Background: an optimization exercise with open tools, aiming at small area. Do not read the settings as production practice. Function was checked by simulation only, so behaviour that the tests miss may differ from the original. Power and IR drop assume default switching activity.

### flow/config.mk
export PLATFORM = sky130hd
export DESIGN_NAME = ocx_tlx_parse_mac
export DESIGN_NICKNAME = ocx_tlx_parse_mac
export VERILOG_FILES = /design/flow/design.v
export SDC_FILE = /design/flow/constraint.sdc
export NUM_CORES = 8
export LEC_CHECK = 0
export CAP_MARGIN = 20
export CORE_MARGIN = 2
export CORE_UTILIZATION = 40
export SLEW_MARGIN = 20
### flow/constraint.sdc
create_clock -name core_clock -period 10.0 [get_ports {tlx_clk}]
set_input_delay 2.0000 -clock core_clock [delete_from_list [all_inputs] [get_ports {tlx_clk}]]
set_output_delay 2.0000 -clock core_clock [all_outputs]
set_load 0.01 [all_outputs]
### flow/design.v
`timescale 1ns / 1ps
module ocx_tlx_flit_parser(
    input tlx_clk,
    input reset_n,
    input [511:0] dlx_tlx_flit,
    input dlx_tlx_flit_valid,
    input dlx_tlx_flit_crc_err,
    output [55:0] credit_return,
    output credit_return_v,
    output [167:0] pars_ctl_info,
    output [167:0] pars_ctl_info_s1,
    output pars_ctl_valid,
    output [511:0] pars_data_flit,
    output [10*512-1:0] pars_data_pipe,
    output pars_data_valid,
    output template0_slot0_v,
    output [27:0] template0_slot0,
    output parser_inprog,
    output [7:0] bad_data_indicator,
    output bookend_flit_v,
    output ctl_flit_parsed,
    output ctl_flit_parse_end,
    output [5:0] ctl_template,
    output [3:0] run_length,
    output crc_error
    );
reg  [511:0] flit_dout;           
reg  [511:0] data_flit_dout;      
reg  [10*512-1:0] data_pipe;      
reg  [27:0] ctl_slot0_dout;
reg  [167:0] pars_ctl_info_s1_dout;  
reg  flit_valid_s1_dout;
reg  flit_crc_s1_dout;
reg  [3:0] data_cnt_dout;
reg  [3:0] data_cnt_unverif_dout;
reg  flit_valid_s2_dout, flit_valid_s3_dout, flit_valid_s4_dout, flit_valid_s5_dout;
reg  flit_valid_s6_dout, flit_valid_s7_dout, flit_valid_s8_dout, flit_valid_s9_dout;
reg  [5:0] ctl_info_template_dout;
reg  [5:0] ctl_info_template_s1_dout;
reg  data_flit_valid_dout;
reg  bookend_flit_valid_dout;
reg  pars_ctl_valid_dout;
reg  true_bookend_dout;
reg  ctl_flit_parse_dout;
reg  ctl_flit_parse_end_dout;
wire data_nctl = (data_cnt_unverif_dout != 4'b0);  
wire [3:0] flit_rl = flit_dout[451:448];
wire [5:0] tmpl = ctl_info_template_dout;
wire ctl_v = flit_valid_s1_dout & ~data_nctl;
wire flit_valid_s3_din = flit_valid_s2_dout & (tmpl != 6'b0);  
wire flit_valid_s5_din = flit_valid_s4_dout & (tmpl != 6'b000011);  
wire flit_valid_s6_din = flit_valid_s5_dout & (tmpl != 6'b000001);  
wire parse_block_null = flit_valid_s3_din | flit_valid_s3_dout | flit_valid_s5_din | flit_valid_s6_din |
                        flit_valid_s6_dout | flit_valid_s7_dout | flit_valid_s8_dout;
wire flit_valid_s2_din = ctl_v & ~parse_block_null & (flit_rl <= 4'h8);
wire true_bookend_din = data_nctl ? 1'b1 : bookend_flit_valid_dout ? 1'b0 : true_bookend_dout;
wire [3:0] data_cnt_unverif_din = flit_crc_s1_dout ? data_cnt_dout :
                                  (flit_valid_s1_dout && !data_nctl) ? flit_rl :
                                  flit_valid_s1_dout ? data_cnt_unverif_dout - 4'b0001 :
                                  data_cnt_unverif_dout;
wire [5:0] tmpl_s1 = ctl_info_template_s1_dout;
wire parse_s2_done = ctl_flit_parse_dout;
wire [511:0] pipe0 = data_pipe[0*512 +: 512];
wire [511:0] pipe1 = data_pipe[1*512 +: 512];
wire [511:0] pipe2 = data_pipe[2*512 +: 512];
wire [511:0] pipe3 = data_pipe[3*512 +: 512];
wire [511:0] pipe4 = data_pipe[4*512 +: 512];
wire [511:0] pipe5 = data_pipe[5*512 +: 512];
wire [511:0] pipe6 = data_pipe[6*512 +: 512];
wire [511:0] pipe7 = data_pipe[7*512 +: 512];
wire t0 = (tmpl_s1 == 6'd0);
wire t1 = (tmpl_s1 == 6'd1);
wire t2 = (tmpl_s1 == 6'd2);
wire t3 = (tmpl_s1 == 6'd3);
wire ld_t0_2  = parse_s2_done & t0;
wire ld_t13_2 = parse_s2_done & (t1 | t3);
wire ld_t2_2  = parse_s2_done & t2;
wire ld_t13_3 = flit_valid_s4_dout & (t1 | t3);
wire ld_t1_4  = flit_valid_s5_dout & t1;
wire ld_t1_5  = ctl_flit_parse_end_dout & t1;
wire ld_t2_3  = flit_valid_s4_dout & t2;
wire ld_t2_4  = flit_valid_s5_dout & t2;
wire ld_t2_5  = flit_valid_s6_dout & t2;
wire ld_t2_6  = flit_valid_s7_dout & t2;
wire ld_t2_7  = flit_valid_s8_dout & t2;
wire ld_t2_8  = flit_valid_s9_dout & t2;
wire ld_t2_9  = ctl_flit_parse_end_dout & t2;
wire ld_t3_3  = flit_valid_s4_dout & t3;
wire ld_t3_4  = ctl_flit_parse_end_dout & t3;
wire ld_lo  = parse_s2_done | ld_t13_3 | ld_t1_4 | ld_t1_5 | ld_t3_4 | ld_t2_3 | ld_t2_4 | ld_t2_5 | ld_t2_6 | ld_t2_7 | ld_t2_8 | ld_t2_9;
wire ld_mid = parse_s2_done | ld_t13_3 | ld_t1_4 | ld_t1_5 | ld_t3_4;
wire ld_hi  = parse_s2_done | ld_t3_3 | ld_t3_4;
wire [167:0] pars_ctl_info_cur;
assign pars_ctl_info_cur[55:0] =
    ({56{ld_t0_2}}  & pipe0[167:112]) |
    ({56{ld_t13_2 | ld_t2_2}} & pipe0[55:0]) |
    ({56{ld_t13_3}} & pipe1[167:112]) |
    ({56{ld_t1_4}}  & pipe2[279:224]) |
    ({56{ld_t1_5}}  & pipe3[391:336]) |
    ({56{ld_t2_3}}  & pipe1[111:56]) |
    ({56{ld_t2_4}}  & pipe2[167:112]) |
    ({56{ld_t2_5}}  & pipe3[223:168]) |
    ({56{ld_t2_6}}  & pipe4[279:224]) |
    ({56{ld_t2_7}}  & pipe5[335:280]) |
    ({56{ld_t2_8}}  & pipe6[391:336]) |
    ({56{ld_t2_9}}  & pipe7[447:392]) |
    ({56{ld_t3_4}}  & pipe2[335:280]) |
    ({56{~ld_lo}}   & pars_ctl_info_s1_dout[55:0]);
assign pars_ctl_info_cur[111:56] =
    ({56{ld_t0_2}}  & pipe0[223:168]) |
    ({56{ld_t13_2}} & pipe0[111:56]) |
    ({56{ld_t13_3}} & pipe1[223:168]) |
    ({56{ld_t1_4}}  & pipe2[335:280]) |
    ({56{ld_t1_5}}  & pipe3[447:392]) |
    ({56{ld_t3_4}}  & pipe2[391:336]) |
    ({56{~ld_mid}}  & pars_ctl_info_s1_dout[111:56]);
assign pars_ctl_info_cur[167:112] =
    ({56{ld_t0_2}}  & pipe0[279:224]) |
    ({56{ld_t3_3}}  & pipe1[279:224]) |
    ({56{ld_t3_4}}  & pipe2[447:392]) |
    ({56{~ld_hi}}   & pars_ctl_info_s1_dout[167:112]);
always @(posedge tlx_clk)
    begin
    flit_dout <= dlx_tlx_flit;
    data_flit_dout <= flit_dout;
    data_pipe <= {data_pipe[9*512-1:0], data_flit_dout};
    end
always @(posedge tlx_clk)
    begin
    if (!reset_n)
    begin
        ctl_slot0_dout          <= 28'b0;
        pars_ctl_info_s1_dout   <= 168'b0;
        flit_valid_s1_dout      <= 1'b0;
        flit_crc_s1_dout        <= 1'b0;
        data_cnt_dout           <= 4'b0;
        data_cnt_unverif_dout   <= 4'b0;
        flit_valid_s2_dout      <= 1'b0;
        flit_valid_s3_dout      <= 1'b0;
        flit_valid_s4_dout      <= 1'b0;
        flit_valid_s5_dout      <= 1'b0;
        flit_valid_s6_dout      <= 1'b0;
        flit_valid_s7_dout      <= 1'b0;
        flit_valid_s8_dout      <= 1'b0;
        flit_valid_s9_dout      <= 1'b0;
        ctl_info_template_dout  <= 6'b0;
        ctl_info_template_s1_dout <= 6'b0;
        data_flit_valid_dout    <= 1'b0;
        bookend_flit_valid_dout <= 1'b0;
        pars_ctl_valid_dout     <= 1'b0;
        true_bookend_dout       <= 1'b0;
        ctl_flit_parse_dout     <= 1'b0;
        ctl_flit_parse_end_dout <= 1'b0;
    end
    else
    begin
        if (flit_valid_s2_din)
        begin
            ctl_slot0_dout <= flit_dout[27:0];
            ctl_info_template_dout <= flit_dout[465:460];
        end
        pars_ctl_info_s1_dout   <= pars_ctl_info_cur;
        flit_valid_s1_dout      <= dlx_tlx_flit_valid & ~dlx_tlx_flit_crc_err;
        flit_crc_s1_dout        <= dlx_tlx_flit_crc_err;
        if (ctl_v)
            data_cnt_dout       <= flit_rl;
        data_cnt_unverif_dout   <= data_cnt_unverif_din;
        flit_valid_s2_dout      <= flit_valid_s2_din;
        flit_valid_s3_dout      <= flit_valid_s3_din;
        flit_valid_s4_dout      <= flit_valid_s3_dout;
        flit_valid_s5_dout      <= flit_valid_s5_din;
        flit_valid_s6_dout      <= flit_valid_s6_din;
        flit_valid_s7_dout      <= flit_valid_s6_dout;
        flit_valid_s8_dout      <= flit_valid_s7_dout;
        flit_valid_s9_dout      <= flit_valid_s8_dout;
        ctl_info_template_s1_dout <= ctl_info_template_dout;
        data_flit_valid_dout    <= data_nctl & flit_valid_s1_dout;
        bookend_flit_valid_dout <= ctl_v;
        pars_ctl_valid_dout     <= flit_valid_s2_dout | flit_valid_s3_dout | flit_valid_s4_dout | flit_valid_s5_dout |
                                   flit_valid_s6_dout | flit_valid_s7_dout | flit_valid_s8_dout | flit_valid_s9_dout;
        true_bookend_dout       <= true_bookend_din;
        ctl_flit_parse_dout     <= flit_valid_s2_dout;
        ctl_flit_parse_end_dout <= (flit_valid_s2_dout & (tmpl == 6'b0)) | (flit_valid_s4_dout & (tmpl == 6'b000011)) |
                                   (flit_valid_s5_dout & (tmpl == 6'b000001)) | flit_valid_s9_dout;
    end
    end
assign ctl_flit_parsed = ctl_flit_parse_dout;
assign ctl_flit_parse_end = ctl_flit_parse_end_dout;
assign run_length = ctl_v ? flit_rl : 4'b0;
assign bad_data_indicator = (bookend_flit_valid_dout && true_bookend_dout) ? data_flit_dout[459:452] : 8'h00;  
assign crc_error = flit_crc_s1_dout & (data_nctl | true_bookend_din);  
assign bookend_flit_v = bookend_flit_valid_dout & true_bookend_dout;  
assign pars_ctl_info = pars_ctl_info_cur;
assign pars_ctl_info_s1 = pars_ctl_info_s1_dout;
assign ctl_template = ctl_info_template_s1_dout;
assign pars_ctl_valid = pars_ctl_valid_dout;
assign credit_return = data_flit_dout[55:0];
assign credit_return_v = bookend_flit_valid_dout & data_flit_dout[7:0] == 8'h01;  
assign pars_data_flit = data_flit_dout;
assign pars_data_pipe = data_pipe;
assign pars_data_valid = data_flit_valid_dout;
assign parser_inprog = flit_valid_s3_dout|flit_valid_s4_dout|flit_valid_s5_dout|flit_valid_s6_dout|flit_valid_s7_dout|flit_valid_s8_dout|flit_valid_s9_dout;
assign template0_slot0_v = flit_valid_s2_dout & (tmpl == 6'b0);
assign template0_slot0 = ctl_slot0_dout;
endmodule
`timescale 1ns / 1ps
module ocx_tlx_data_arb(
    input tlx_clk,
    input reset_n,
    input crc_error,
    input bookend_flit_v,     
    output dcp0_data_v,
    output dcp1_data_v,
    output [511:0] dcp0_data,
    output [511:0] dcp1_data,
    output good_crc,
    output crc_flush_done,
    output crc_flush_inprog,
    output cfg_data_v,
    output cfg_data_cnt_v,
    output [31:0] cfg_data_bus,
    input  control_parsing_end,
    input  control_parsing_start,
    input [511:0] pars_data_flit,
    input [10*512-1:0] pars_data_pipe,  
    input pars_data_valid,
    input [3:0] run_length,
    input [1:0] data_arb_vc_v,
    input data_arb_cfg_hint,
    input [3:0] data_arb_cfg_offset,
    input [1:0] data_arb_flit_cnt
    );
parameter [15:0] vc0_mask = 16'hFF;
wire [10*512-1:0] data_pipe = pars_data_pipe;  
reg  [1:0] data_arb_vc_v_dout;
reg  [2:0] data_arb_flit_cnt_dout;
reg  [9:0] pipe_v_dout;
reg  [3:0] vc_shift_load_ptr_dout;
reg  [15:0] vc_shift_dout;
reg  [15:0] vc_shift_verified_dout;
reg  [15:0] cfg_shift_dout;
reg  [15:0] cfg_shift_verified_dout;
reg  bookend_flit_dout;
reg  [8:0] good_crc_shift_dout;
reg  crc_flush_inprog_dout;
reg  [3:0] run_length_hold_dout;
reg  crc_error_dout;
reg  crc_error_s2_dout;
reg  crc_error_s3_dout;
reg  ctl_flit_parse_done_dout;
reg  [3:0] vc_shift_verif_ptr_dout;
reg  data_arb_cfg_hint_dout;
reg  [1:0] cfg_offset_wr_ptr_dout;
reg  [1:0] cfg_offset_verif_ptr_dout;
reg  [3:0] cfg_offset_shift0_dout, cfg_offset_shift1_dout, cfg_offset_shift2_dout, cfg_offset_shift3_dout;
reg  [3:0] cfg_offset_verif_shift0_dout, cfg_offset_verif_shift1_dout;
reg  cfg_data_v_dout;
reg  cfg_data_v_s1_dout;
reg  [3:0] data_arb_cfg_offset_dout;
reg  [31:0] cfg_word_dout;
reg  [31:0] cfg_data_bus_reg;
wire [1:0] data_arb_vc_v_din;
wire [2:0] data_arb_flit_cnt_din;
wire [9:0] pipe_v_din;
wire [3:0] vc_shift_load_ptr_din;
wire [15:0] vc_shift_din, vc_shift_verified_din, cfg_shift_din, cfg_shift_verified_din;
wire bookend_flit_din;
wire [8:0] good_crc_shift_din;
wire crc_flush_inprog_din;
wire [3:0] run_length_hold_din;
wire ctl_flit_parse_done_din;
wire [3:0] vc_shift_verif_ptr_din;
wire [1:0] cfg_offset_wr_ptr_din;
wire [1:0] cfg_offset_verif_ptr_din;
wire [3:0] cfg_offset_shift0_din, cfg_offset_shift1_din, cfg_offset_shift2_din, cfg_offset_shift3_din;
wire [3:0] cfg_offset_verif_shift0_din, cfg_offset_verif_shift1_din;
wire cfg_data_v_din;
wire cfg_data_v_s1_din;
wire [511:0] dcp_data;
wire [31:0] cfg_word_din;
always @(posedge tlx_clk)
    begin
        if(!reset_n)
        begin
            data_arb_cfg_hint_dout       <= 1'b0;
            cfg_shift_verified_dout      <= 16'b0;
            cfg_shift_dout               <= 16'b0;
            data_arb_vc_v_dout           <= 2'b0;
            data_arb_flit_cnt_dout       <= 3'b0;
            vc_shift_dout                <= 16'b0;
            vc_shift_verified_dout       <= 16'b0;
            vc_shift_load_ptr_dout       <= 4'b0;
            pipe_v_dout                  <= 10'b0;
            bookend_flit_dout            <= 1'b0;
            good_crc_shift_dout          <= 9'b0;
            crc_flush_inprog_dout        <= 1'b0;
            run_length_hold_dout         <= 4'b0;
            crc_error_dout               <= 1'b0;
            crc_error_s2_dout            <= 1'b0;
            crc_error_s3_dout            <= 1'b0;
            ctl_flit_parse_done_dout     <= 1'b0;
            vc_shift_verif_ptr_dout      <= 4'b0;
            cfg_offset_wr_ptr_dout       <= 2'b0;
            cfg_offset_verif_ptr_dout    <= 2'b0;
            cfg_offset_shift0_dout       <= 4'b0;
            cfg_offset_shift1_dout       <= 4'b0;
            cfg_offset_shift2_dout       <= 4'b0;
            cfg_offset_shift3_dout       <= 4'b0;
            cfg_offset_verif_shift0_dout <= 4'b0;
            cfg_offset_verif_shift1_dout <= 4'b0;
            cfg_data_v_dout              <= 1'b0;
            cfg_data_v_s1_dout           <= 1'b0;
            data_arb_cfg_offset_dout     <= 4'b0;
            cfg_word_dout                <= 32'b0;
            cfg_data_bus_reg             <= 32'b0;
        end
        else
        begin
            data_arb_cfg_hint_dout       <= data_arb_cfg_hint;
            cfg_shift_verified_dout      <= cfg_shift_verified_din;
            cfg_shift_dout               <= cfg_shift_din;
            data_arb_vc_v_dout           <= data_arb_vc_v_din;
            data_arb_flit_cnt_dout       <= data_arb_flit_cnt_din;
            vc_shift_dout                <= vc_shift_din;
            vc_shift_verified_dout       <= vc_shift_verified_din;
            vc_shift_load_ptr_dout       <= vc_shift_load_ptr_din;
            pipe_v_dout                  <= pipe_v_din;
            bookend_flit_dout            <= bookend_flit_din;
            good_crc_shift_dout          <= good_crc_shift_din;
            crc_flush_inprog_dout        <= crc_flush_inprog_din;
            run_length_hold_dout         <= run_length_hold_din;
            crc_error_dout               <= crc_error;
            crc_error_s2_dout            <= crc_error_dout;
            crc_error_s3_dout            <= crc_error_s2_dout;
            ctl_flit_parse_done_dout     <= ctl_flit_parse_done_din;
            vc_shift_verif_ptr_dout      <= vc_shift_verif_ptr_din;
            cfg_offset_wr_ptr_dout       <= cfg_offset_wr_ptr_din;
            cfg_offset_verif_ptr_dout    <= cfg_offset_verif_ptr_din;
            cfg_offset_shift0_dout       <= cfg_offset_shift0_din;
            cfg_offset_shift1_dout       <= cfg_offset_shift1_din;
            cfg_offset_shift2_dout       <= cfg_offset_shift2_din;
            cfg_offset_shift3_dout       <= cfg_offset_shift3_din;
            cfg_offset_verif_shift0_dout <= cfg_offset_verif_shift0_din;
            cfg_offset_verif_shift1_dout <= cfg_offset_verif_shift1_din;
            cfg_data_v_dout              <= cfg_data_v_din;
            cfg_data_v_s1_dout           <= cfg_data_v_s1_din;
            data_arb_cfg_offset_dout     <= data_arb_cfg_offset;
            cfg_word_dout                <= cfg_word_din;
            cfg_data_bus_reg             <= cfg_word_dout;
        end
    end
assign ctl_flit_parse_done_din = control_parsing_end ? 1'b1 :
                                 control_parsing_start ? 1'b0 : ctl_flit_parse_done_dout;
assign good_crc_shift_din = bookend_flit_v ? 9'b111111111 : good_crc_shift_dout << 1;
wire good_pending = |(good_crc_shift_dout[8:0] & pipe_v_dout[9:1]);
assign crc_flush_inprog_din = good_pending && crc_error_dout ? 1'b1 :
                             !good_pending ? 1'b0 : crc_flush_inprog_dout;
wire ptr_nz = |vc_shift_load_ptr_dout;
wire rd_stg9 = pipe_v_dout[9] & ptr_nz;
wire rd_stg6 = pipe_v_dout[6] & ~(|pipe_v_dout[9:7]) & ptr_nz;
wire rd_stg5 = pipe_v_dout[5] & ~(|pipe_v_dout[9:6]) & ptr_nz;
wire rd_stg4 = pipe_v_dout[4] & ~(|pipe_v_dout[9:5]) & ptr_nz;
wire rd_stg3 = pipe_v_dout[3] & ~(|pipe_v_dout[9:4]) & ptr_nz;
wire rd_any  = rd_stg9 | rd_stg6 | rd_stg5 | rd_stg4 | rd_stg3;
assign pipe_v_din[0] = crc_error_dout ? 1'b0 : pars_data_valid;
assign pipe_v_din[1] = crc_error_dout && ~good_crc_shift_dout[0] ? 1'b0 : pipe_v_dout[0];
assign pipe_v_din[2] = crc_error_dout && ~good_crc_shift_dout[1] ? 1'b0 : pipe_v_dout[1];
assign pipe_v_din[3] = crc_error_dout && ~good_crc_shift_dout[2] ? 1'b0 : pipe_v_dout[2];
assign pipe_v_din[4] = crc_error_dout && ~good_crc_shift_dout[3] ? 1'b0 : (pipe_v_dout[3] & ~rd_stg3);
assign pipe_v_din[5] = crc_error_dout && ~good_crc_shift_dout[4] ? 1'b0 : (pipe_v_dout[4] & ~rd_stg4);
assign pipe_v_din[6] = crc_error_dout && ~good_crc_shift_dout[5] ? 1'b0 : (pipe_v_dout[5] & ~rd_stg5);
assign pipe_v_din[7] = crc_error_dout && ~good_crc_shift_dout[6] ? 1'b0 : (pipe_v_dout[6] & ~rd_stg6);
assign pipe_v_din[8] = crc_error_dout && ~good_crc_shift_dout[7] ? 1'b0 : pipe_v_dout[7];
assign pipe_v_din[9] = crc_error_dout && ~good_crc_shift_dout[8] ? 1'b0 : pipe_v_dout[8];
assign data_arb_vc_v_din = data_arb_vc_v;
assign data_arb_flit_cnt_din[2:0] = (data_arb_flit_cnt == 2'b01) ? 3'b001 :  
                                    (data_arb_flit_cnt == 2'b10) ? 3'b010 :  
                                    (data_arb_flit_cnt == 2'b11) ? 3'b100 : 3'b000;  
wire data_vc_v = |data_arb_vc_v_dout;
wire [3:0] shift_reg_value = (data_arb_flit_cnt_dout == 3'b001) ? 4'b0001 :  
                             (data_arb_flit_cnt_dout == 3'b010) ? 4'b0011 :  
                             (data_arb_flit_cnt_dout == 3'b100) ? 4'b1111 : 4'b0000;  
wire vc_shift_decr = rd_any;
wire [3:0] vc_shift_minus1 = vc_shift_load_ptr_dout - 4'b0001;
wire [2:0] data_arb_flit_cnt_dout_m1 = data_arb_flit_cnt_dout - 3'b001;
wire [3:0] vc_shift_plus = data_vc_v && rd_any ? {1'b0,data_arb_flit_cnt_dout_m1} + vc_shift_load_ptr_dout :
                           data_vc_v ? {1'b0,data_arb_flit_cnt_dout} + vc_shift_load_ptr_dout : 4'b0;
assign run_length_hold_din = (run_length > 4'b0) ? run_length : run_length_hold_dout;
wire crc_reset = ctl_flit_parse_done_dout & crc_error_s3_dout & ~(control_parsing_start | crc_flush_inprog_dout);
assign vc_shift_verif_ptr_din = control_parsing_start && data_vc_v ? {1'b0, data_arb_flit_cnt_dout} :
                                control_parsing_start ? 4'b0 :
                                data_vc_v ? vc_shift_verif_ptr_dout + {1'b0,data_arb_flit_cnt_dout} : vc_shift_verif_ptr_dout;
assign vc_shift_load_ptr_din = (ctl_flit_parse_done_dout && crc_error_s3_dout && ~(control_parsing_start || bookend_flit_v || crc_flush_inprog_dout)) ? run_length_hold_dout :
                               data_vc_v ? vc_shift_plus :
                               vc_shift_decr ? vc_shift_minus1 : vc_shift_load_ptr_dout;
wire [19:0] verif_shifted = {16'b0, shift_reg_value} << vc_shift_verif_ptr_dout;
wire [18:0] load_shifted_m1 = {15'b0, shift_reg_value} << (vc_shift_load_ptr_dout - 4'h1);
wire [19:0] load_shifted = {16'b0, shift_reg_value} << vc_shift_load_ptr_dout;
assign vc_shift_verified_din = control_parsing_start && data_arb_vc_v_dout[1] ? {12'b0,shift_reg_value} :
                               control_parsing_start && data_arb_vc_v_dout[0] ? 16'b0 :
                               data_arb_vc_v_dout[1] ? vc_shift_verified_dout |  verif_shifted[15:0] :
                               data_arb_vc_v_dout[0] ? vc_shift_verified_dout & (verif_shifted[15:0] ^ vc0_mask) :
                               vc_shift_verified_dout;
assign vc_shift_din = crc_reset ? vc_shift_verified_dout :
                      data_arb_vc_v_dout[1] && vc_shift_decr ? (vc_shift_dout >> 1) |  load_shifted_m1[15:0] :
                      data_arb_vc_v_dout[0] && vc_shift_decr ? (vc_shift_dout >> 1) & (load_shifted_m1[15:0] ^ vc0_mask) :
                      data_arb_vc_v_dout[1] ? vc_shift_dout |  load_shifted[15:0] :
                      data_arb_vc_v_dout[0] ? vc_shift_dout & (load_shifted[15:0] ^ vc0_mask) :
                      vc_shift_decr ? vc_shift_dout >> 1 : vc_shift_dout;
assign cfg_shift_din = crc_reset ? cfg_shift_verified_dout :
                       data_arb_cfg_hint_dout && vc_shift_decr ? (cfg_shift_dout >> 1) |  load_shifted_m1[15:0] :
                       data_arb_cfg_hint_dout ? cfg_shift_dout | load_shifted[15:0] :
                       data_vc_v && vc_shift_decr ? (cfg_shift_dout >> 1) & (load_shifted_m1[15:0] ^ vc0_mask) :
                       data_vc_v ? cfg_shift_dout & (load_shifted[15:0] ^ vc0_mask) :
                       vc_shift_decr ? cfg_shift_dout >> 1 : cfg_shift_dout;
assign cfg_shift_verified_din = control_parsing_start && data_arb_cfg_hint_dout ? {12'b0,shift_reg_value} :
                                control_parsing_start && data_vc_v ? 16'b0 :
                                data_arb_cfg_hint_dout ? cfg_shift_verified_dout |  verif_shifted[15:0] :
                                data_vc_v ? cfg_shift_verified_dout & (verif_shifted[15:0] ^ vc0_mask) :
                                cfg_shift_verified_dout;
wire cfg_offset_incr = data_arb_cfg_hint_dout;
wire cfg_offset_decr = cfg_data_v_dout;
wire cfg_offset_hold = data_arb_cfg_hint_dout & cfg_data_v_dout;
assign cfg_offset_wr_ptr_din =  crc_reset ? cfg_offset_verif_ptr_dout:
                                cfg_offset_hold ? cfg_offset_wr_ptr_dout:
                                cfg_offset_incr ? cfg_offset_wr_ptr_dout + 2'b01:
                                cfg_offset_decr ? cfg_offset_wr_ptr_dout - 2'b01: cfg_offset_wr_ptr_dout;
assign cfg_offset_verif_ptr_din = control_parsing_start && cfg_offset_incr ? 2'b01:  
                                  cfg_offset_incr ? cfg_offset_verif_ptr_dout + 2'b01:
                                  control_parsing_start ? 2'b00 : cfg_offset_verif_ptr_dout;
wire cfg_shift = cfg_data_v_dout;
wire cfg_wr = data_arb_cfg_hint_dout;
wire [1:0] wr_ptr_m1 = cfg_offset_wr_ptr_dout - 2'b01;
assign cfg_offset_shift0_din = crc_reset ? cfg_offset_verif_shift0_dout :
                               cfg_offset_hold && (wr_ptr_m1 == 2'b00) ? data_arb_cfg_offset_dout:
                               cfg_wr && (cfg_offset_wr_ptr_dout == 2'b00) ? data_arb_cfg_offset_dout :
                               cfg_shift ? cfg_offset_shift1_dout : cfg_offset_shift0_dout;
assign cfg_offset_shift1_din = crc_reset ? cfg_offset_verif_shift1_dout :
                               cfg_offset_hold && (wr_ptr_m1 == 2'b01) ? data_arb_cfg_offset_dout:
                               cfg_wr && (cfg_offset_wr_ptr_dout == 2'b01) ? data_arb_cfg_offset_dout :
                               cfg_shift ? cfg_offset_shift2_dout : cfg_offset_shift1_dout;
assign cfg_offset_shift2_din = crc_reset ? cfg_offset_verif_shift0_dout :
                               cfg_offset_hold && (wr_ptr_m1 == 2'b10) ? data_arb_cfg_offset_dout:
                               cfg_wr && (cfg_offset_wr_ptr_dout == 2'b10) ? data_arb_cfg_offset_dout :
                               cfg_shift ? cfg_offset_shift3_dout : cfg_offset_shift2_dout;
assign cfg_offset_shift3_din = crc_reset ? cfg_offset_verif_shift0_dout :
                               cfg_offset_hold && (wr_ptr_m1 == 2'b11) ? data_arb_cfg_offset_dout:
                               cfg_wr && (cfg_offset_wr_ptr_dout == 2'b11) ? data_arb_cfg_offset_dout :
                               cfg_shift ? 4'h0 : cfg_offset_shift3_dout;
assign cfg_offset_verif_shift0_din = bookend_flit_v ? 4'h0 :
                                     cfg_wr && (cfg_offset_wr_ptr_dout == 2'b00) ? data_arb_cfg_offset_dout : cfg_offset_verif_shift0_dout;
assign cfg_offset_verif_shift1_din = bookend_flit_v ? 4'h0 :
                                     cfg_wr && (cfg_offset_wr_ptr_dout == 2'b01) ? data_arb_cfg_offset_dout : cfg_offset_verif_shift1_dout;
assign dcp_data = ({512{rd_stg9}} & data_pipe[9*512 +: 512]) |
                  ({512{rd_stg6}} & data_pipe[6*512 +: 512]) |
                  ({512{rd_stg5}} & data_pipe[5*512 +: 512]) |
                  ({512{rd_stg4}} & data_pipe[4*512 +: 512]) |
                  ({512{rd_stg3}} & data_pipe[3*512 +: 512]);
assign dcp0_data_v = rd_any & ~vc_shift_dout[0];
assign dcp1_data_v = rd_any & (vc_shift_dout[0] & ~cfg_shift_dout[0]);
assign dcp0_data = dcp_data;
assign dcp1_data = dcp_data;
assign bookend_flit_din = (pars_data_valid || crc_error) ? 1'b0 :
                          (bookend_flit_v) ? 1'b1 : bookend_flit_dout;
assign good_crc = bookend_flit_dout | good_pending;
assign crc_flush_done = ~crc_flush_inprog_din & crc_flush_inprog_dout;  
assign crc_flush_inprog = crc_flush_inprog_din;
assign cfg_data_v_din = rd_any & (vc_shift_dout[0] & cfg_shift_dout[0]);
assign cfg_data_v_s1_din = cfg_data_v_dout & ~crc_reset;
assign cfg_data_v = cfg_data_v_s1_dout;
reg [31:0] cfg_word_sel;
integer w;
always @(*)
    begin
    cfg_word_sel = 32'b0;
    for (w = 0; w < 16; w = w + 1)
        cfg_word_sel = cfg_word_sel | ({32{cfg_offset_shift0_din == w}} & dcp_data[w*32 +: 32]);
    end
assign cfg_word_din = cfg_word_sel;
assign cfg_data_bus = cfg_data_bus_reg;
assign cfg_data_cnt_v = cfg_data_v_din;  
endmodule
`timescale 1ns / 1ps
module ocx_tlx_ctl_fsm(
    input tlx_clk,
    input reset_n,
    input [55:0] credit_return,
    input credit_return_v,
    input [167:0] pars_ctl_info,
    input [167:0] pars_ctl_info_s1,  
    input pars_ctl_valid,
    input ctl_flit_parsed,
    input ctl_flit_parse_end,
    output [55:0] ctl_vc0_bus,
    output [167:0] ctl_vc1_bus,
    output ctl_vc0_v,
    output ctl_vc1_v,
    output [3:0] rcv_xmt_credit_vcx0,
    output [3:0] rcv_xmt_credit_vcx3,
    output [5:0] rcv_xmt_credit_dcpx0,
    output [5:0] rcv_xmt_credit_dcpx3,
    output rcv_xmt_credit_tlx_v,
    output data_arb_cfg_hint,
    output bdi_cfg_hint,
    output [3:0] data_arb_cfg_offset,
    output cmd_credit_enable,
    output [1:0] data_arb_vc_v,
    output [1:0] data_bdi_vc_V,
    output data_hold_vc0,
    output data_hold_vc1,
    output control_parsing_end,
    output control_parsing_start,
    output [1:0] data_bdi_flit_cnt,
    output [1:0] data_arb_flit_cnt
    );
wire [55:0] credit_return_din;
reg  [55:0] credit_return_dout;
wire credit_return_v_din;
reg  credit_return_v_dout;
wire [167:0] pars_ctl_info_dout;
wire pars_ctl_valid_din;
reg  pars_ctl_valid_dout;
wire ctl_flit_parsed_din;
reg  ctl_flit_parsed_dout;
wire ctl_flit_parse_end_din;
reg  ctl_flit_parse_end_dout;
wire [1:0] data_arb_flit_cnt_din;
reg  [1:0] data_arb_flit_cnt_dout;
wire [1:0] data_arb_vc_v_din;
reg  [1:0] data_arb_vc_v_dout;
wire cfg_hint_din;
reg  cfg_hint_dout;
wire ctl_vc0_valid;
wire ctl_vc1_valid;
wire data_vc0_valid;
wire data_vc1_valid;
always @(posedge tlx_clk) 
    begin
        if(!reset_n)
        begin
        credit_return_dout <= 56'b0;
        credit_return_v_dout <= 1'b0;
        pars_ctl_valid_dout <= 1'b0;
        ctl_flit_parsed_dout <= 1'b0;
        ctl_flit_parse_end_dout <= 1'b0;
        data_arb_vc_v_dout <= 2'b0;
        data_arb_flit_cnt_dout <= 2'b0;
        cfg_hint_dout <= 1'b0;
        end
        else
        begin
        credit_return_dout <= credit_return_din;
        credit_return_v_dout <= credit_return_v_din;
        pars_ctl_valid_dout <= pars_ctl_valid_din;
        ctl_flit_parsed_dout <= ctl_flit_parsed_din;
        ctl_flit_parse_end_dout <= ctl_flit_parse_end_din;
        data_arb_vc_v_dout <= data_arb_vc_v_din;
        data_arb_flit_cnt_dout <= data_arb_flit_cnt_din;
        cfg_hint_dout <= cfg_hint_din;
        end
    end   
assign credit_return_din[55:0] = credit_return_v ? credit_return[55:0] : credit_return_dout;
assign credit_return_v_din = credit_return_v;
assign pars_ctl_info_dout = pars_ctl_info_s1;
assign pars_ctl_valid_din = pars_ctl_valid;
assign ctl_vc0_valid = ~(~pars_ctl_info_dout[1] & ~pars_ctl_info_dout[2] & ~pars_ctl_info_dout[3] & ~pars_ctl_info_dout[4])  
                    & (~pars_ctl_info_dout[7] & ~pars_ctl_info_dout[6] & ~pars_ctl_info_dout[5]) & pars_ctl_valid_dout;  
assign ctl_vc0_v = ctl_vc0_valid;  
assign ctl_vc0_bus[55:0] = pars_ctl_info_dout[55:0];                  
assign ctl_vc1_valid = (pars_ctl_info_dout[5] | pars_ctl_info_dout[7] | pars_ctl_info_dout[6]) & pars_ctl_valid_dout;  
assign ctl_vc1_v = ctl_vc1_valid;
assign ctl_vc1_bus[167:0] = pars_ctl_info_dout[167:0];
assign data_vc0_valid = ~(~pars_ctl_info[1] & ~pars_ctl_info[2] & ~pars_ctl_info[3] & ~pars_ctl_info[4])  
                       & (~pars_ctl_info[7] & ~pars_ctl_info[6] & ~pars_ctl_info[5]) & pars_ctl_valid;  
assign data_vc1_valid = (pars_ctl_info[5] | pars_ctl_info[7] | pars_ctl_info[6]) & pars_ctl_valid;  
assign data_arb_vc_v_din[0] = data_vc0_valid & ((pars_ctl_info[7:0] == 8'h04) | (pars_ctl_info[7:0] == 8'h06));
assign data_arb_vc_v_din[1] = data_vc1_valid & ((pars_ctl_info[7:0] == 8'h81) |
                                           (pars_ctl_info[7:0] == 8'h82) |
                                           (pars_ctl_info[7:0] == 8'h86) |
                                           (pars_ctl_info[7:0] == 8'hE1));
assign cfg_hint_din = data_vc1_valid & pars_ctl_info[7:0] == 8'hE1;                                           
assign data_arb_cfg_hint = cfg_hint_din;    
assign data_arb_cfg_offset[3:0] = pars_ctl_info[33:30];                                      
assign data_arb_vc_v[1:0] = data_arb_vc_v_din[1:0];  
assign data_bdi_vc_V[1:0] = data_arb_vc_v_dout[1:0]; 
assign bdi_cfg_hint = cfg_hint_dout;             
assign cmd_credit_enable = ctl_vc1_valid & ((pars_ctl_info_dout[7:0] != 8'hE1) | (pars_ctl_info_dout[7:0] != 8'hE0));                                          
assign data_hold_vc0 = ctl_vc0_valid & ((pars_ctl_info_dout[7:0] == 8'h04) | (pars_ctl_info_dout[7:0] == 8'h06));                                           
assign data_hold_vc1 = ctl_vc1_valid & ((pars_ctl_info_dout[7:0] == 8'h81) |
                       (pars_ctl_info_dout[7:0] == 8'h82) |
                       (pars_ctl_info_dout[7:0] == 8'h86) |
                       (pars_ctl_info_dout[7:0] == 8'hE1));                                           
assign data_arb_flit_cnt_din[1:0] = (data_vc0_valid && (pars_ctl_info[7:0] == 8'h04 || pars_ctl_info[7:0] == 8'h06)) ? pars_ctl_info[27:26] :  
                                (data_vc1_valid && pars_ctl_info[7:0] == 8'h81) ? pars_ctl_info[111:110] :  
                                (data_vc1_valid && (pars_ctl_info[7:0] == 8'h82 || pars_ctl_info[7:0] == 8'h86 || pars_ctl_info[7:0] == 8'hE1)) ? 2'b01 :  
                                2'b00;
assign data_arb_flit_cnt = data_arb_flit_cnt_din;
assign data_bdi_flit_cnt = data_arb_flit_cnt_dout;                                
assign ctl_flit_parsed_din = ctl_flit_parsed ? 1'b1 :
                             ctl_flit_parsed_dout && (ctl_vc0_valid || ctl_vc1_valid) ? 1'b0 : ctl_flit_parsed_dout; 
assign ctl_flit_parse_end_din = ctl_flit_parse_end;                                               
assign control_parsing_start = ctl_flit_parsed_dout & (ctl_vc0_valid | ctl_vc1_valid);  
assign control_parsing_end = ctl_flit_parse_end_dout;
assign rcv_xmt_credit_vcx0 = credit_return_dout[11:8];    
assign rcv_xmt_credit_vcx3 = credit_return_dout[23:20]; 
assign rcv_xmt_credit_dcpx0 = credit_return_dout[37:32];   
assign rcv_xmt_credit_dcpx3 = credit_return_dout[55:50];   
assign rcv_xmt_credit_tlx_v = credit_return_v_dout;
endmodule
`timescale 1ns / 1ps
module ocx_tlx_parse_mac(
    output fp_rcv_cmd_valid,
    output [167:0] fp_rcv_cmd_info,
    output fp_rcv_cmd_data_v,
    output [511:0] fp_rcv_cmd_data_bus,
    output fp_rcv_resp_valid,
    output [55:0] fp_rcv_resp_info,
    output fp_rcv_resp_data_v,
    output data_hold_vc0,
    output data_hold_vc1,
    output [7:0] bad_data_indicator,
    output good_crc,
    output crc_flush_done,
    output crc_flush_inprog,
    output crc_error,
    output bookend_flit_v,
    output [3:0] run_length,
    output [1:0] data_arb_vc_v,
    output [1:0] data_arb_flit_cnt,
    output control_parsing_start,
    output control_parsing_end,
    output [511:0] fp_rcv_resp_data_bus,
    output rcv_xmt_credit_tlx_v,
    output [3:0] rcv_xmt_credit_vcx0,
    output [3:0] rcv_xmt_credit_vcx3,
    output [5:0] rcv_xmt_credit_dcpx0,
    output [5:0] rcv_xmt_credit_dcpx3,
    output ctl_flit_start,
    output template0_slot0_v,
    output [27:0] template0_slot0,
    output parser_inprog,    
    output [5:0] ctl_template,
    output [167:0] pars_ctl_info,
    output pars_ctl_valid,
    output cfg_data_v,
    output cfg_data_cnt_v,
    output [31:0] cfg_data_bus,
    output cmd_credit_enable,
    output bdi_cfg_hint,
    input [511:0] dlx_tlx_flit,
    input dlx_tlx_flit_valid,
    input dlx_tlx_flit_crc_err,
    input reset_n,
    input tlx_clk
    );   
    wire [55:0] credit_return;
    wire credit_return_v;
    wire [167:0] pars_ctl_info_wire;
    wire [167:0] pars_ctl_info_s1;
    wire pars_ctl_valid_wire;
    wire ctl_flit_parsed;
    wire [1:0] data_arb_vc_v_wire;
    wire [1:0] data_arb_flit_cnt_wire;
    wire [511:0] pars_data_flit;
    wire [10*512-1:0] pars_data_pipe;
    wire pars_data_valid;  
    wire crc_error_int;
    wire data_arb_cfg_hint;
    wire [3:0] data_arb_cfg_offset;
    wire ctl_flit_parse_end;
    wire bookend_flit_v_wire;
    wire [3:0] run_length_wire;
    wire control_parsing_start_wire;
    wire control_parsing_end_wire;
    assign crc_error = crc_error_int;
    assign ctl_flit_start = ctl_flit_parsed;
    assign pars_ctl_info = pars_ctl_info_wire;
    assign pars_ctl_valid = pars_ctl_valid_wire;
    ocx_tlx_flit_parser flit_parser(
        .tlx_clk            (tlx_clk),                   
        .reset_n            (reset_n),                   
        .dlx_tlx_flit       (dlx_tlx_flit),              
        .dlx_tlx_flit_valid (dlx_tlx_flit_valid),        
        .dlx_tlx_flit_crc_err (dlx_tlx_flit_crc_err),        
        .pars_ctl_info      (pars_ctl_info_wire),             
        .pars_ctl_info_s1   (pars_ctl_info_s1),             
        .pars_ctl_valid     (pars_ctl_valid_wire),            
        .pars_data_flit     (pars_data_flit),            
        .pars_data_pipe     (pars_data_pipe),            
        .pars_data_valid    (pars_data_valid),           
        .bad_data_indicator (bad_data_indicator),             
        .crc_error          (crc_error_int),         
        .bookend_flit_v     (bookend_flit_v_wire),            
        .run_length         (run_length_wire),            
        .parser_inprog      (parser_inprog),
        .template0_slot0    (template0_slot0),
        .template0_slot0_v  (template0_slot0_v),
        .ctl_flit_parsed    (ctl_flit_parsed),   
        .ctl_flit_parse_end (ctl_flit_parse_end),  
        .ctl_template       (ctl_template),   
        .credit_return      (credit_return),        
        .credit_return_v    (credit_return_v)     
        );      
    assign bookend_flit_v         = bookend_flit_v_wire;
    assign run_length             = run_length_wire;
    assign control_parsing_start  = control_parsing_start_wire;
    assign control_parsing_end    = control_parsing_end_wire;
    ocx_tlx_data_arb data_arb(
        .tlx_clk            (tlx_clk),                   
        .reset_n            (reset_n),                   
        .dcp0_data_v        (fp_rcv_resp_data_v),               
        .dcp1_data_v        (fp_rcv_cmd_data_v),               
        .dcp0_data          (fp_rcv_resp_data_bus),                 
        .dcp1_data          (fp_rcv_cmd_data_bus),                 
        .good_crc           (good_crc),                 
        .crc_flush_inprog   (crc_flush_inprog),
        .crc_flush_done     (crc_flush_done),
        .control_parsing_start  (control_parsing_start_wire),
        .control_parsing_end(control_parsing_end_wire),
        .data_arb_vc_v      (data_arb_vc_v_wire),           
        .data_arb_flit_cnt  (data_arb_flit_cnt_wire),           
        .pars_data_flit     (pars_data_flit),            
        .pars_data_pipe     (pars_data_pipe),            
        .pars_data_valid    (pars_data_valid),           
        .bookend_flit_v     (bookend_flit_v_wire),            
        .run_length         (run_length_wire),            
        .data_arb_cfg_hint  (data_arb_cfg_hint),
        .data_arb_cfg_offset(data_arb_cfg_offset),
        .cfg_data_v         (cfg_data_v),
        .cfg_data_cnt_v     (cfg_data_cnt_v),
        .cfg_data_bus       (cfg_data_bus),
        .crc_error          (crc_error_int)
        );
    ocx_tlx_ctl_fsm control_fsm(
        .tlx_clk                (tlx_clk),               
        .reset_n                (reset_n),                   
        .credit_return          (credit_return),    
        .credit_return_v        (credit_return_v),  
        .pars_ctl_info          (pars_ctl_info_wire),         
        .pars_ctl_info_s1       (pars_ctl_info_s1),         
        .pars_ctl_valid         (pars_ctl_valid_wire),        
        .data_hold_vc0          (data_hold_vc0),   
        .data_hold_vc1          (data_hold_vc1),   
        .data_arb_vc_v          (data_arb_vc_v_wire),           
        .data_arb_flit_cnt      (data_arb_flit_cnt_wire),           
        .data_bdi_vc_V          (data_arb_vc_v),           
        .data_bdi_flit_cnt      (data_arb_flit_cnt),           
        .data_arb_cfg_hint      (data_arb_cfg_hint),
        .data_arb_cfg_offset    (data_arb_cfg_offset),
        .bdi_cfg_hint           (bdi_cfg_hint),  
        .cmd_credit_enable      (cmd_credit_enable),     
        .ctl_flit_parsed        (ctl_flit_parsed), 
        .ctl_flit_parse_end     (ctl_flit_parse_end),
        .control_parsing_start  (control_parsing_start_wire),
        .control_parsing_end    (control_parsing_end_wire),
        .ctl_vc0_bus            (fp_rcv_resp_info),           
        .ctl_vc1_bus            (fp_rcv_cmd_info),           
        .ctl_vc0_v              (fp_rcv_resp_valid),             
        .ctl_vc1_v              (fp_rcv_cmd_valid),             
        .rcv_xmt_credit_vcx0    (rcv_xmt_credit_vcx0),   
        .rcv_xmt_credit_vcx3    (rcv_xmt_credit_vcx3),   
        .rcv_xmt_credit_dcpx0   (rcv_xmt_credit_dcpx0),  
        .rcv_xmt_credit_dcpx3   (rcv_xmt_credit_dcpx3),  
        .rcv_xmt_credit_tlx_v   (rcv_xmt_credit_tlx_v)   
        );
endmodule
### flow/flow/run.sh
#!/bin/bash
# The standard layout (standard.sh), with two changes passed to ORFS through
# its own variables:
#  - port buffers are sky130_fd_sc_hd__buf_1 instead of the cell buffer_ports
#    picks by default (every input and output port still gets its buffer);
#  - clock tree synthesis uses clkbuf_4 buffers, clusters of at most 8 sinks
#    within 40 um, and inserts no dummy loads.
# Synthesis, floorplan, power grid, tap cells, placement, routing and all
# repair steps are the standard flow's. make's full output goes to flow.log
# here; ORFS writes each step's log under orfs/logs.
set -euo pipefail
export BUFFER_PORTS_ARGS="-buffer_cell sky130_fd_sc_hd__buf_1"
export CTS_ARGS="-sink_clustering_enable -repair_clock_nets -dont_use_dummy_load -sink_clustering_size 8 -sink_clustering_max_diameter 40 -buf_list sky130_fd_sc_hd__clkbuf_4"
bash standard.sh > flow.log 2>&1
### flow/standard.sh
#!/bin/bash
# synth_recipe.tcl (not shown) runs the flow's synth.tcl, then flattens the netlist and writes it again
# the make line also repeats each setting of config.mk as NAME=value (left out here)
make -C /OpenROAD-flow-scripts/flow DESIGN_CONFIG=/design/flow/config.mk WORK_HOME=/design/flow/orfs CLKGATE_MAP_FILE= SYNTH_SCRIPT=/design/flow/synth_recipe.tcl "${@:-finish}"
==> results of run 1 <==
layout make-up:
cell class	count	area (µm²)	area share (%)
tap	5497	6880	3.71
sequential	6603	132000	71.3
clock buffer	943	7080	3.82
multi-input combinational	4232	29100	15.7
antenna	183	458	0.247
timing repair buffer	2241	9550	5.15
inverter	38	150	0.0810
layer usage:
metal / up-vias / wire (µm) / share of wire [%]
li1: 46300 / - / -
met1: 55800 / 329000 / 38
met2: 8883 / 353000 / 41
met3: 1820 / 116000 / 13
met4: 88 / 67800 / 7.8
met5: - / 690 / 0.080
logic make-up (layout without fill, tap and decap cells):
logic type / after synthesis / count (layout)
adders and majority gates: 18 / 18
buffers and inverters: 1224 / 3222
xor gates and xnor gates: 16 / 16
AOI/OAI and AO/OA: 2293 / 2293
and+or+nand+nor: 1713 / 1713
DFF: 6603 / 6603
other: 0 / 183
muxes: 192 / 192
worst max-delay path by stage:
| stage | startpoint | end | slack, ns | cells after the start |
|---|---|---|---|---|
| after floorplan | data_arb.vc_shift_load_ptr_dout[1]$_SDFFE_PN0P_ | fp_rcv_resp_data_bus[152] | 5.13 | 13 |
| after global placement | flit_parser.ctl_info_template_s1_dout[1]$_SDFF_PN0_ | pars_ctl_info[25] | 2.89 | 9 |
| after detailed placement | flit_parser.ctl_info_template_s1_dout[1]$_SDFF_PN0_ | pars_ctl_info[25] | 2.65 | 9 |
| after CTS | flit_parser.ctl_info_template_s1_dout[1]$_SDFF_PN0_ | pars_ctl_info[25] | 0.72 | 9 |
| after global routing | flit_parser.ctl_info_template_s1_dout[1]$_SDFF_PN0_ | pars_ctl_info[25] | 1.33 | 9 |
| final | flit_parser.ctl_info_template_s1_dout[1]$_SDFF_PN0_ | pars_ctl_info[54] | 1.17 | 8 |
worst reg2reg max path, cell delays in order, from the launching register on:
cell and delay, ns:
dfxtp_1 0.56, nor4_2 0.76, a21o_1 0.21, buf_4 0.30
inv_1 0.09, buf_4 0.23, nor2_4 0.92, nand3b_1 0.59
a21oi_4 0.28, buf_4 0.36, buf_4 0.56, a22oi_1 0.32
and4_1 0.46, a31oi_1 0.52
power by group through the flow:
stage / combinational, mW / sequential (mW) / clock, mW
floorplan: 0.112 / 28.5 / 0
global placement: 0.344 / 29.2 / 0
detailed placement: 0.344 / 29.2 / 0
CTS: 0.345 / 28.6 / 12.8
global route: 0.363 / 28.7 / 13.9
finish: 0.352 / 28.6 / 12.7
per-stage QoR:
stage	util (%)	hold slack, ns	cells	power, mW	setup slack, ns
global route	44.4	0.196	19600	43.0	1.33
global placement	42.6	0.309	18600	29.5	2.89
CTS	44.3	0.117	19600	41.8	0.715
detailed placement	42.6	0.312	18600	29.5	2.65
finish	44.4	0.196	19700	41.7	1.17
floorplan	-	0.310	12100	28.7	5.13
layout by cell type (no fill, tap or decap), drive strengths merged, types with 8 or more instances in the layout:
master      n
ha         16
a222oi    654
nor4       17
clkbuf    945
and2      182
o211ai     20
nor4b       9
mux2i     181
inv        35
xnor2      10
o31ai      10
nand2b     14
o211a       8
a21o       11
or3         9
a2111oi    10
dfxtp    6603
a31oi      77
nor2      270
o22ai      13
and4       20
a21oi     182
nand3b     56
o21ai     157
nor2b      15
diode     183
nor3       48
a22o      118
a221oi    100
nand2     856
o21a       21
buf      2239
and3       65
a221o      61
nand4      47
a211oi     33
mux2       11
a22oi     770
nand3      80
==> summary.md, run 1 <==
| Metric | Value |
|---|---|
| Switching Share | `23.3%` |
| Gr busiest metal | `met2` |
| CTS clk-pin slew, worst paths | `0.10 ns` |
| M3 GR Usage | `around 17%` |
| Status | `no timing/DRC/antenna violations` |
| RR Startpoint | `flit_parser.pars_ctl_info_s1_dout[3]$_SDFF_PN0_` |
| EDFF count, synth | `0` |
| Syn Nets | `12600` |
| Compound-Gate Fraction of Synth Area | `11.0%` |
| WP buf/inv | `2` |
| Register share of total power | `68.6%` |
| Mapped Area | `between 150000 and 200000 µm²` |
| Nets | `approximately 15000` |
| Worst VDD drop | `0.000135 V` |
| Layout cell share with drive strength beyond 1 | `between 8 and 9%` |
| Clk pwr share | `30.5%` |
| M1 GR Usage | `48.7%` |
| Synth area leaders | `dfxtp_1 79%, a222oi_1 3.9%, a22oi_1 3.4%` |
| Crit path launch type | `flop` |
| Worst-Margin Slew | `1.30 ns` |
| Worst reg2reg path depth | `13` |
| Hold crit path type | `flop to flop` |
| Max Clock Skew | `0.237 ns` |
| Root Buffer | `clkbuf_4` |
| Clk sink count | `between 6000 and 7000` |
| Starting Density | `about two fifths` |
| Hold wc startpoint | `flit_parser.data_pipe[1061]$_DFF_P_` |
| Total Neg Setup Slack | `0 ns` |
| Crit-path cells | `nor4b_2 -> nand2_1 -> nor2_4 -> buf_4 -> a221oi_1 -> and3_1 -> nand3_1 -> buf_1` |
| # IOs | `2056` |
| Synth top area share | `about four fifths` |
| Top flop regs | `flit_parser.data_pipe (5120), flit_parser.data_flit_dout (512), flit_parser.flit_dout (512)` |
| Core ar. | `417000 µm²` |
| Adder-cell area share of the yosys netlist | `0.143%` |
| Post-Place Cell Area | `178000 µm²` |
| Most numerous cell in the Yosys netlist | `dfxtp_1` |
| Biggest register | `flit_parser.data_pipe` |
| Crit path largest cell delay | `0.86 ns` |
| Post-Synthesis Cells | `12100` |
| First-pass detailed-route iteration total | `11` |
| Total die area | `425000 µm²` |
| YS warnings | `3` |
| Part of the Yosys area used for sequential elements | `about four fifths` |
| Vias in the first global route | `101000` |
| Antenna violations before repair | `207` |
| Total global routing overflow | `0` |
| Synthesized area per cell | `about 14 µm²` |
| Die Ht | `652 µm` |
| Clock insertion delay at the later pin of the skew report | `1.83 ns` |
| Dpl hpwl | `approximately 680000 µm` |
| Crit Path Max Fanout | `35` |
| RSZ-0062 raised after global routing | `no` |
| Postcts setup bufs | `0` |
| Slowest stage cell on the critical path | `nor2_4` |
| Via/cell ratio | `5.72` |
| CP required | `about 8 ns` |
| Global-route wire length before repair | `1070000 µm` |
| Mux contribution to synthesized area | `1.15%` |
| Fin. Hold Viols | `0` |
| Comb pwr share | `less than 1%` |
| Max Slew Vio Count | `0` |
| Tot GR Track Use | `39.2%` |
| Part of the cycle the worst path needs | `88.3%` |
| Pwr dens | `225 nW/µm²` |
| Pin count of the biggest net entering global routing | `between 100 and 150` |
| Crit path kind | `flop to output port` |
| Synth Register Bits | `6603` |
| Final worst path period need | `8.83 ns` |
| Max_slew headroom | `13.1%` |
| H-tree levels | `6` |
| Area leader, netlist | `dfxtp_1` |
| Fraction of registers with async set/reset | `0%` |
| Max-Cap Viols | `0` |
| DR DRC count | `0` |
| Routed wire length per instance | `between 40 and 50 µm` |
| Hold path depth | `0` |
| Cell-internal power | `32.0 mW` |
| Cell family with most CP delay | `simple AND/OR/NAND/NOR gates` |
| Reg-to-Reg End | `data_arb.cfg_word_dout[31]$_SDFF_PN0_` |
| Hold path endpoint | `flit_parser.data_pipe[1573]$_DFF_P_` |
| Top FF cell, synth | `dfxtp_1` |
| Hold-fix buffers at CTS | `0` |
| Synth top cells by count | `6603 x dfxtp_1, 856 x nand2_1, 770 x a22oi_1, 654 x a222oi_1, 569 x buf_4` |
| Final WL | `866000 µm` |
| Final setup violation count | `0` |
| GPL Wtd Cong | `1.05` |
| R2R Setup Slk | `approximately 3.7 ns` |
| Max clock buf depth | `4` |
| CTS Buf Count | `943` |
| DR iter-0 viols | `roughly 20000` |
| # rows | `around 240` |
| Pleak | `approximately 74 nW` |
| Met2 Use GR | `54.6%` |
| Die extent in x | `652 µm` |
| Post_cts resized | `0` |
| Max FFs per register | `5120` |
| Layout area overhead | `10.5%` |
| Fill cell count | `38700` |
| Via total after detailed routing | `between 100k and 150k` |
| CTS tree | `built` |
| Largest family of logic cells by synthesized area | `compound AO/OA/AOI/OAI gates` |
| Post-route design area | `185000 µm²` |
| Remaining antenna violation count after routing | `0` |
| Xor and xnor area share after synthesis | `0.0835%` |
| Post-Synth Simple-Gate Area | `4.76%` |
| Port bufs | `2055` |
| Fmax | `113 MHz` |
| CP Capture Type | `output port` |
| Crit path DAT | `about 6.8 ns` |
| Count of cell types in the netlist | `82` |
| Net Switching | `9.74 mW` |
==> run 2, diff against run 1 <==
==> flow/flow/run.sh (replaced) <==
#!/bin/bash
# The standard layout (standard.sh) with these changes:
#  - logic is mapped by ABC with an area-oriented script (flow/abc_area.script)
#    in place of ORFS's delay-oriented abc_speed.script: synthesis is the
#    standard one (synth_recipe.tcl) run a second time with SCRIPTS_DIR pointing
#    at a copy of ORFS's scripts that differs only in that file. The registers
#    (flip-flop mapping happens before ABC) are the same; flow/fix_names.py
#    gives the few with numbered instance names the names the standard
#    synthesis (run first) gave them;
#  - port buffers are sky130_fd_sc_hd__buf_1 (every input and output port
#    still gets its buffer);
#  - clock tree synthesis uses clkbuf_4 buffers, clusters of at most 8 sinks
#    within 40 um, and inserts no dummy loads.
# Everything else (floorplan, power grid, tap cells, placement, routing and all
# repair steps) is the standard flow's. Each step's output goes to a log here;
# ORFS writes each step's own log under orfs/logs.
set -euo pipefail
W=$PWD
R=$W/orfs/results/$FLOW_PLATFORM/ocx_tlx_parse_mac/base
L=$W/orfs/logs/$FLOW_PLATFORM/ocx_tlx_parse_mac/base
export BUFFER_PORTS_ARGS="-buffer_cell sky130_fd_sc_hd__buf_1"
export CTS_ARGS="-sink_clustering_enable -repair_clock_nets -dont_use_dummy_load -sink_clustering_size 8 -sink_clustering_max_diameter 40 -buf_list sky130_fd_sc_hd__clkbuf_4"

# 1. standard synthesis, kept for its register names
bash standard.sh synth > synth_standard.log 2>&1
cp "$R/1_2_yosys.v" "$W/standard_1_2_yosys.v"
cp "$L/1_2_yosys.log" "$W/standard_1_2_yosys.log"

# 2. the same synthesis with the area-oriented ABC script
rm -rf "$W/abc_scripts"
cp -r "$FLOW_HOME/scripts" "$W/abc_scripts"
cp "$W/flow/abc_area.script" "$W/abc_scripts/abc_speed.script"
SCRIPTS_DIR="$W/abc_scripts" bash standard.sh do-yosys > synth_area.log 2>&1

# 3. register instance names as the standard synthesis has them
python3 "$W/flow/fix_names.py" "$W/standard_1_2_yosys.v" "$R/1_2_yosys.v" > fix_names.log 2>&1
rm -f "$R/1_synth.odb" "$R/1_synth.sdc"

# 4. the rest of the standard flow, from this netlist
bash standard.sh > flow.log 2>&1
==> flow/flow/abc_area.script (new file) <==
&get -n
&st
&dc2
&dch -f
&nf -R 1000
&st
&dch -f
&nf -R 1000
&put
buffer -c
topo
upsize -c
dnsize -c
==> flow/flow/fix_names.py (new file) <==
#!/usr/bin/env python3
"""Give each register of a netlist the instance name it has in another netlist of
the same design, pairing registers by the net on their Q pin.

usage: fix_names.py REFERENCE.v NETLIST.v   (NETLIST.v is rewritten in place)

Synthesis names most registers after their RTL signal, but a few get numbered
names (_1234_) that depend on how many cells were made before them. This gives
those the numbers the reference synthesis gave them; any other identifier of
NETLIST.v that already uses such a number is renamed first.
"""
import re
import sys

CELL = re.compile(r'^(\s*)(sky130_fd_sc_hd__\w+)\s+(\S+)\s*\(', re.M)
Q_PIN = re.compile(r'\.Q\(\s*(.*?)\s*\)')
IDENT = re.compile(r'(?<![\w$\\])_\d+_(?![\w$])')


def registers(text):
    """{Q net: instance name} of the flip-flops (cells with a Q pin)."""
    regs = {}
    for m in CELL.finditer(text):
        if not m.group(2).startswith('sky130_fd_sc_hd__df'):
            continue
        end = text.index(');', m.end())
        q = Q_PIN.search(text, m.end(), end)
        regs[q.group(1)] = m.group(3)
    return regs


def main(ref_path, path):
    ref = registers(open(ref_path).read())
    text = open(path).read()
    mine = registers(text)
    if set(ref) != set(mine):
        sys.exit('fix_names: the two netlists do not have the same registers')
    todo = {name: ref[q] for q, name in mine.items() if ref[q] != name}
    if not todo:
        print('fix_names: all register names already match')
        return
    for name in todo:
        if not re.fullmatch(r'_\d+_', name) or not re.fullmatch(r'_\d+_', todo[name]):
            sys.exit('fix_names: only numbered names are renamed: %s -> %s' % (name, todo[name]))
    used = set(IDENT.findall(text))
    free = max(int(x[1:-1]) for x in used | set(todo.values())) + 1
    mapping = {}
    # move whatever already uses a wanted name out of the way
    for want in todo.values():
        if want in used and want not in todo:
            mapping[want] = '_%d_' % free
            free += 1
    mapping.update(todo)
    text = IDENT.sub(lambda m: mapping.get(m.group(0), m.group(0)), text)
    if registers(text) != ref:
        sys.exit('fix_names: renaming did not give the reference names')
    open(path, 'w').write(text)
    print('fix_names: renamed %d registers (%d other identifiers moved)' % (len(todo), len(mapping) - len(todo)))


if __name__ == '__main__':
    main(sys.argv[1], sys.argv[2])
==> summary.md, run 2 <==
| Metric | Value |
|---|---|
| First-pass detailed-route iteration total | `14 (was 11)` |
| Fmax | `117 MHz (was 113 MHz)` |
| R2R Setup Slk | `3.72 ns (was 3.71 ns)` |
| Area leader, netlist | `dfxtp_1 (unchanged)` |
| Postcts setup bufs | `0 (unchanged)` |
| Pleak | `73.5 nW (was 74.1 nW)` |
| CP Capture Type | `output port (unchanged)` |
| Part of the cycle the worst path needs | `85.5% (was 88.3%)` |
| Post_cts resized | `0 (unchanged)` |
| EDFF count, synth | `0 (unchanged)` |
| Die extent in x | `648 µm (was 652 µm)` |
| Final setup violation count | `0 (unchanged)` |
| Synthesized area per cell | `13.9 µm² (about the same)` |
| Hold-fix buffers at CTS | `0 (unchanged)` |
| Routed wire length per instance | `43.0 µm (was 43.9 µm)` |
| Compound-Gate Fraction of Synth Area | `11.6% (was 11.0%)` |
| Count of cell types in the netlist | `80 (was 82)` |
| Worst reg2reg path depth | `22 (was 13)` |
| Status | `no timing/DRC/antenna violations (unchanged)` |
| Mapped Area | `166000 µm² (was 168000 µm²)` |
| DR iter-0 viols | `20600 (was 19700)` |
| Crit path launch type | `flop (unchanged)` |
| Slowest stage cell on the critical path | `dfxtp_1 (was nor2_4)` |
| Fin. Hold Viols | `0 (unchanged)` |
| Total global routing overflow | `0 (unchanged)` |
| Pin count of the biggest net entering global routing | `130 (was 116)` |
| Top FF cell, synth | `dfxtp_1 (unchanged)` |
| Syn Nets | `12400 (was 12600)` |
| Remaining antenna violation count after routing | `0 (unchanged)` |
| PnR worst setup slack | `1.45 ns (was 1.17 ns)` |
| Crit path kind | `flop to output port (unchanged)` |
| Worst-Margin Slew | `1.35 ns (was 1.30 ns)` |
| DR DRC count | `0 (unchanged)` |
| Tot GR Track Use | `38.5% (was 39.2%)` |
| Vias in the first global route | `100000 (was 101000)` |
| Max_slew headroom | `10.2% (was 13.1%)` |
| RR Startpoint | `data_arb.vc_shift_load_ptr_dout[0]$_SDFFE_PN0P_ (was flit_parser.pars_ctl_info_s1_dout[3]$_SDFF_PN0_)` |
| Top cell by count, worst path | `nand2_1` |
| Max FFs per register | `5120 (unchanged)` |
| Worst VDD drop | `0.000138 V (was 0.000135 V)` |
| Fill cell count | `38200 (was 38700)` |
| Nets | `14400 (was 14600)` |
| Adder-cell area share of the yosys netlist | `0.145% (was 0.143%)` |
| Layout area overhead | `10.6% (was 10.5%)` |
| CTS Buf Count | `944 (was 943)` |
| Commonest cells after routing, fill and taps aside | `6598 x dfxtp_1, 2048 x buf_1, 945 x clkbuf_4 (was 6597 x dfxtp_1, 2043 x buf_1, 945 x clkbuf_4)` |
| Pwr dens | `227 nW/µm² (was 225 nW/µm²)` |
| Largest family of logic cells by synthesized area | `compound AO/OA/AOI/OAI gates (unchanged)` |
| Via/cell ratio | `5.78 (was 5.72)` |
| Hold crit path type | `flop to flop (unchanged)` |
| Commonest non-fill, non-tap cell in the layout | `dfxtp_1 (unchanged)` |
| Dpl hpwl | `650000 µm (was 676000 µm)` |
| Post-Synth Simple-Gate Area | `4.37% (was 4.76%)` |
| Root Buffer | `clkbuf_4 (unchanged)` |
| Final worst path period need | `8.55 ns (was 8.83 ns)` |
| Max Clock Skew | `0.226 ns (was 0.237 ns)` |
| Synth Register Bits | `6603 (unchanged)` |
| Crit-path cells | `inv_1 -> ha_1 -> nand2_1 -> nand2_1 -> nor2_1 -> nand2_1 -> nor2_4 -> buf_12 -> buf_4 -> buf_4 -> a222oi_1 -> nand2_1 -> buf_1 (was nor4b_2 -> nand2_1 -> nor2_4 -> buf_4 -> a221oi_1 -> and3_1 -> nand3_1 -> buf_1)` |
| Dpl ws | `3.29 ns (was 2.65 ns)` |
| Crit Path Max Fanout | `37 (was 35)` |
| Xor and xnor area share after synthesis | `0.0739% (was 0.0835%)` |
| Crit path DAT | `6.55 ns (was 6.83 ns)` |
| Reg-to-Reg End | `data_arb.vc_shift_load_ptr_dout[3]$_SDFFE_PN0P_ (was data_arb.cfg_word_dout[31]$_SDFF_PN0_)` |
| Final WL | `841000 µm (was 866000 µm)` |
| Via total after detailed routing | `113000 (about the same)` |
| Max clock buf depth | `4 (unchanged)` |
| Antenna violations before repair | `230 (was 207)` |
| RSZ-0062 raised after global routing | `no (unchanged)` |
| Starting Density | `40.2% (about the same)` |
| CTS clk-pin slew, worst paths | `0.09 ns (was 0.10 ns)` |
| Top flop regs | `flit_parser.data_pipe (5120), flit_parser.data_flit_dout (512), flit_parser.flit_dout (512) (unchanged)` |
| Biggest register | `flit_parser.data_pipe (unchanged)` |
| Max-Cap Viols | `0 (unchanged)` |
| Mux contribution to synthesized area | `0.103% (was 1.15%)` |
| Synth top cells by count | `6603 x dfxtp_1, 879 x nand2_1, 852 x a22oi_1, 754 x a222oi_1, 568 x buf_4 (was 6603 x dfxtp_1, 856 x nand2_1, 770 x a22oi_1, 654 x a222oi_1, 569 x buf_4)` |
| Synth area leaders | `dfxtp_1 80%, a222oi_1 4.6%, a22oi_1 3.9% (was dfxtp_1 79%, a222oi_1 3.9%, a22oi_1 3.4%)` |
| Most numerous cell in the Yosys netlist | `dfxtp_1 (unchanged)` |
| Clock insertion delay at the later pin of the skew report | `1.85 ns (was 1.83 ns)` |
| Die Ht | `648 µm (was 652 µm)` |
| Global-route wire length before repair | `1040000 µm (was 1070000 µm)` |
| Crit path largest cell delay | `0.68 ns (was 0.86 ns)` |
| Critical Path Sink | `fp_rcv_resp_data_bus[44] (was pars_ctl_info[54])` |
| Core ar. | `413000 µm² (was 417000 µm²)` |
| Clk sink count | `6603 (unchanged)` |
| Max Slew Vio Count | `0 (unchanged)` |
| YS warnings | `3 (unchanged)` |
| Post-Synthesis Cells | `11900 (was 12100)` |
| Port bufs | `2055 (unchanged)` |
| Total die area | `420000 µm² (was 425000 µm²)` |
| # rows | `236 (was 237)` |
| CTS tree | `built (unchanged)` |
| Synth top area share | `79.7% (was 78.8%)` |
| # IOs | `2056 (unchanged)` |
| GPL Wtd Cong | `1.06 (was 1.05)` |
| Total Neg Setup Slack | `0 ns (unchanged)` |
| Layout cell share with drive strength beyond 1 | `8.77% (was 8.78%)` |
| Part of the Yosys area used for sequential elements | `79.7% (was 78.8%)` |
| Worst Setup SP | `data_arb.vc_shift_load_ptr_dout[0]$_SDFFE_PN0P_ (was flit_parser.ctl_info_template_s1_dout[1]$_SDFF_PN0_)` |
| H-tree levels | `6 (unchanged)` |
| Fraction of registers with async set/reset | `0% (unchanged)` |
| CP required | `8.00 ns (about the same)` |
-- run 2: critical path: cells and delay by family, from the launching register on --
| family | cells | cell delay [ns] |
|---|---|---|
| buf+inv | 5 | 1.93 |
| simple gates | 6 | 1.67 |
| flops | 1 | 0.68 |
| fa+ha+maj | 1 | 0.31 |
| compound gates | 1 | 0.20 |
-- run 2: cell families after synthesis --
family	after synthesis
xor+xnor	14
mux	16
compound gates	2401
buf+inv	1210
simple gates	1629
fa+ha+maj	18
flops	6603
-- run 2: per-layer routing --
metal,wire length (µm),global-route usage (%),vias to the layer above
li1,-,-,45900
met1,328000,49.6,56000
met2,332000,51.8,9341
met3,118000,16.8,1800
met4,62300,25.1,96
met5,1010,0.532,-
-- run 2: stage by stage --
step / total power, mW / util [%] / hold WS, ns / cell area [µm²] / std cells
6_report: 41.6 / 44.4 / 0.199 / 183000 / 19600
3_5_place_dp: 29.4 / 42.6 / 0.312 / 176000 / 18400
2_1_floorplan: 28.6 / - / 0.310 / 166000 / 11900
4_1_cts: 41.7 / 44.3 / 0.116 / 183000 / 19400
5_1_grt: 42.9 / 44.3 / 0.172 / 183000 / 19400
3_3_place_gp: 29.4 / 42.6 / 0.309 / 176000 / 18400
-- run 2: power breakdown --
group	leakage (nW)	internal, mW	switching (mW)
Sequential	55.5	27.6	0.961
Clock	4.34	4.29	8.47
Combinational	13.6	0.0928	0.206
Total	73.5	32.0	9.64
-- run 2: how the worst min path moves through the flow --
stage / startpoint / endpoint / cells after the start / slack (ns)
finish: flit_parser.data_pipe[1476]$_DFF_P_ / flit_parser.data_pipe[1988]$_DFF_P_ / 0 / 0.20
global route: flit_parser.data_pipe[1476]$_DFF_P_ / flit_parser.data_pipe[1988]$_DFF_P_ / 0 / 0.17
CTS: dlx_tlx_flit[2] / flit_parser.flit_dout[2]$_DFF_P_ / 1 / 0.12
detailed placement: flit_parser.data_pipe[4302]$_DFF_P_ / flit_parser.data_pipe[4814]$_DFF_P_ / 0 / 0.31
global placement: flit_parser.data_pipe[4488]$_DFF_P_ / flit_parser.data_pipe[5000]$_DFF_P_ / 0 / 0.31
floorplan: flit_parser.flit_dout[100]$_DFF_P_ / flit_parser.data_flit_dout[100]$_DFF_P_ / 0 / 0.31
-- run 2: cell type report --
class	instances	area (µm²)	area share, %
multi-input cells	4078	27200	14.8
clock buffers	944	7090	3.86
diodes	195	488	0.266
well taps	5474	6850	3.73
flip-flops and latches	6603	132000	72.1
repair buffers	2240	9450	5.15
inverters	34	135	0.0737

Re-timed with assumed drivers on the ports (clkbuf_16 on the clock, buf_2 on other inputs), run 2 has 1.329 ns of setup slack against 1.455 ns with ideal ports, and 3.155 ns once port delays also move by the mid clock arrival of 1.827 ns.
